Context: an optimization exercise on an open-source flow, tuned for small area and a short achievable clock period. The choices shown serve that exercise and are no tape-out recipe. At most, simulation tests tie the RTL to the original design; equivalence was not proved. No activity file was given, so power comes from the tool's default toggle rates.

==> flow/design.v (excerpt) <==
module mm2s_dds_modulator(
    input wire          S_AXI_CLK,
    input wire          S_AXI_ARESETN,
    output wire         S_AXI_AWREADY,
    input wire   [31:0] S_AXI_AWADDR,
    input wire          S_AXI_AWVALID,
    output wire         S_AXI_WREADY,
    input wire   [31:0] S_AXI_WDATA,
    input wire   [3:0]  S_AXI_WSTRB,
    input wire          S_AXI_WVALID,
    input wire          S_AXI_BREADY,
    output wire  [1:0]  S_AXI_BRESP,
    output wire         S_AXI_BVALID,
    output wire         S_AXI_ARREADY,
    input wire   [31:0] S_AXI_ARADDR,
    input wire          S_AXI_ARVALID,
    input wire          S_AXI_RREADY,
    output wire  [31:0] S_AXI_RDATA,
    output wire  [1:0]  S_AXI_RRESP,
    output wire         S_AXI_RVALID,
    output wire dds_en_o,
    output wire [71:0] m_axis_modulation_tdata,
    output wire m_axis_modulation_tvalid,
    output wire m_axis_modulation_tlast,
    input wire m_axis_modulation_tready
);
For scale: ~1300 cells after synthesis, ~13000 um2 of cells after synthesis.
clock: 5.5 ns
lec_check: 0
cap_margin: 20
core_margin: 2
core_utilization: 40
cts_cluster_diameter: 120
cts_cluster_size: 24
setup_slack_margin: 2.5
slew_margin: 20
standard.sh (not shown) runs the stock make flow with config.mk's settings and CLKGATE_MAP_FILE= SYNTH_SCRIPT=/design/flow/synth_recipe.tcl, a recipe that flattens the netlist after the stock synthesis.
==> flow/flow/run.sh <==
#!/bin/bash
set -e
HERE=$(pwd)
mkdir -p "$HERE/scripts_alt"
for f in "$FLOW_HOME"/scripts/*; do ln -sf "$f" "$HERE/scripts_alt/"; done
rm -f "$HERE/scripts_alt/abc_speed.script"
cp "$HERE/flow/abc_speed.script" "$HERE/scripts_alt/abc_speed.script"
export SCRIPTS_DIR="$HERE/scripts_alt"
export BUFFER_PORTS_ARGS="-buffer_cell sky130_fd_sc_hd__buf_1"
export SKIP_GATE_CLONING=1
cp standard.sh standard_sh.log
bash standard.sh > standard.log 2>&1
==> flow/flow/abc_speed.script <==
&get -n
&st
&dch
&nf
&put
The baseline went through all stages and came out clean.
==> next run, changes <==
==> flow/flow/abc_speed.script (replaced) <==
&get -n
&st
&dch
&nf
&put
buffer -c
topo
stime -c
upsize -c
dnsize -c
- CORE_UTILIZATION: 40 -> 55
- CTS_CLUSTER_DIAMETER: 120 -> 100
- SETUP_SLACK_MARGIN: 2.5 -> 2.6
Result: Worst setup slack gains 5.9 ps. Final cell count goes down by 6.0%. Wire length went up by about 6%. Total power stays flat. Critical path depth went down by 1.
==> next run, changes <==
- PLACE_DENSITY: not set -> 0.8
- SETUP_SLACK_MARGIN: 2.6 -> 2.5
What happened: The changed run went through all stages and came out clean. Synthesized area stays the same. Cell count barely changes. Die area stays the same. Cell area stays flat. Worst hold slack degrades by 9.5 ps.
==> next run, changes <==
==> flow/flow/abc_speed.script (replaced) <==
&get -n
&st
&dch
&nf
&put
buffer -c
topo
stime -c
dnsize -c
- CORE_UTILIZATION: 55 -> 40
- CTS_CLUSTER_DIAMETER: 100 -> 120
- PLACE_DENSITY: 0.8 -> not set
The new run finished with timing, DRC and antenna clean.
Design area is about the same.
Clock-buffer cell count stays the same.
Non-clock buffer count decreases by 12.
Power increases slightly.
Worst setup slack gains 15 ps.
Clock skew decreases by 5.8 ps.
Wire length increases by a few percent.
Via count decreases by a few percent.
Final cell count increases by a few percent.

========
mm2s_dds_modulator, a different RTL version from the one above (not shown whole).
Size in the first run: roughly 300 flip-flops, roughly 220 I/O pins.
## mm2s_dds_modulator
module mm2s_dds_modulator(
    input wire          S_AXI_CLK,
    input wire          S_AXI_ARESETN,
    output wire         S_AXI_AWREADY,
    input wire   [31:0] S_AXI_AWADDR,
    input wire          S_AXI_AWVALID,
    output wire         S_AXI_WREADY,
    input wire   [31:0] S_AXI_WDATA,
    input wire   [3:0]  S_AXI_WSTRB,
    input wire          S_AXI_WVALID,
    input wire          S_AXI_BREADY,
    output wire  [1:0]  S_AXI_BRESP,
    output wire         S_AXI_BVALID,
    output wire         S_AXI_ARREADY,
    input wire   [31:0] S_AXI_ARADDR,
    input wire          S_AXI_ARVALID,
    input wire          S_AXI_RREADY,
    output wire  [31:0] S_AXI_RDATA,
    output wire  [1:0]  S_AXI_RRESP,
    output wire         S_AXI_RVALID,
    output wire dds_en_o,
    output wire [71:0] m_axis_modulation_tdata,
    output wire m_axis_modulation_tvalid,
    output wire m_axis_modulation_tlast,
    input wire m_axis_modulation_tready
);
    wire clk  = S_AXI_CLK;
    wire rstn = S_AXI_ARESETN;
    localparam [16:0] LFSR_LAST = 17'h1C742;
    reg w_data, w_resp;
    reg [2:0] widx;      
    always @(posedge clk) begin
        if (!rstn) begin
            w_data <= 1'b0;
            w_resp <= 1'b0;
        end else begin
            w_data <= w_data ? ~S_AXI_WVALID : (~w_resp & S_AXI_AWVALID);
            w_resp <= w_resp ? ~S_AXI_BREADY : (w_data & S_AXI_WVALID);
        end
    end
    assign S_AXI_AWREADY = ~(w_data | w_resp);
    assign S_AXI_WREADY  = w_data;
    assign S_AXI_BVALID  = w_resp;
    assign S_AXI_BRESP   = 2'b00;
    wire aw_bad = |S_AXI_AWADDR[1:0] | |S_AXI_AWADDR[7:5] | (S_AXI_AWADDR[4] & S_AXI_AWADDR[3]);
    always @(posedge clk)
        if (!w_data) widx <= aw_bad ? 3'd7 : S_AXI_AWADDR[4:2];
    wire wr = w_data & S_AXI_WVALID;
    wire we0 = wr & (widx == 3'd0);
    wire we1 = wr & (widx == 3'd1);
    wire we2 = wr & (widx == 3'd2);
    wire we3 = wr & (widx == 3'd3);
    wire we4 = wr & (widx == 3'd4);
  ...
Settings: LEC_CHECK=0, CAP_MARGIN=20, CORE_MARGIN=2, CORE_UTILIZATION=40, SETUP_SLACK_MARGIN=3.0, SLEW_MARGIN=20; clock period 5.5 ns.
==> flow/flow/run.sh <==
#!/bin/bash
cp standard.sh standard_sh.log
export BUFFER_PORTS_ARGS="-buffer_cell sky130_fd_sc_hd__buf_1"
bash standard.sh > standard.log 2>&1
Next try:
Settings changed: SETUP_SLACK_MARGIN 3.0 to 2.5.
What happened: The new run went through all stages and came out clean; first-iteration DRC count is lower by 20%; via count shrinks by 4.5%; worst setup slack gets worse by 140 ps; cell count went down by 3.1%; routed wire length drops by 8.4%.
Function was not checked in any run of this note: the RTL went through the layout flow alone.

==> re-timing with driven ports <==
How much do the figures lean on ideal ports? The routed layouts below were timed once more, with nothing changed but the port constraints. Step 1, drivers: a clkbuf_16 drives S_AXI_CLK and a buf_2 each remaining input, both assumed. Step 2, shift: input delay + t, output delay - t, t = (earliest + latest rising clock arrival at the registers) / 2. This alone moves slack from input paths to output paths. Three values: ideal ports, drivers, drivers and shift; two values: the first two.
run | t (ns) | setup WS [ns] | clock arrival spread, ns | pins driven straight from the clock port
the first run of note 1 | 0.550 | 2.543 / 2.543 / 2.049 | 0.024 / 0.024 | 1
the second run of note 1 | 0.553 | 2.549 / 2.535 / 1.981 | 0.027 / 0.027 | 1
the third run of note 1 | 0.551 | 2.548 / 2.500 / 1.992 | 0.024 / 0.024 | 1
the fourth run of note 1 | 0.561 | 2.563 / 2.569 / 2.008 | 0.020 / 0.020 | 1
the first run of note 2 | 0.581 | 2.278 / 2.278 / 2.049 | 0.021 / 0.021 | 1
the second run of note 2 | 0.581 | 2.140 / 2.140 / 1.998 | 0.021 / 0.021 | 1
After both steps setup and hold are still met in every run listed. For the second run of note 1, which loses most, drivers alone change the setup slack by -0.014 ns; drivers and shift together by -0.568 ns.
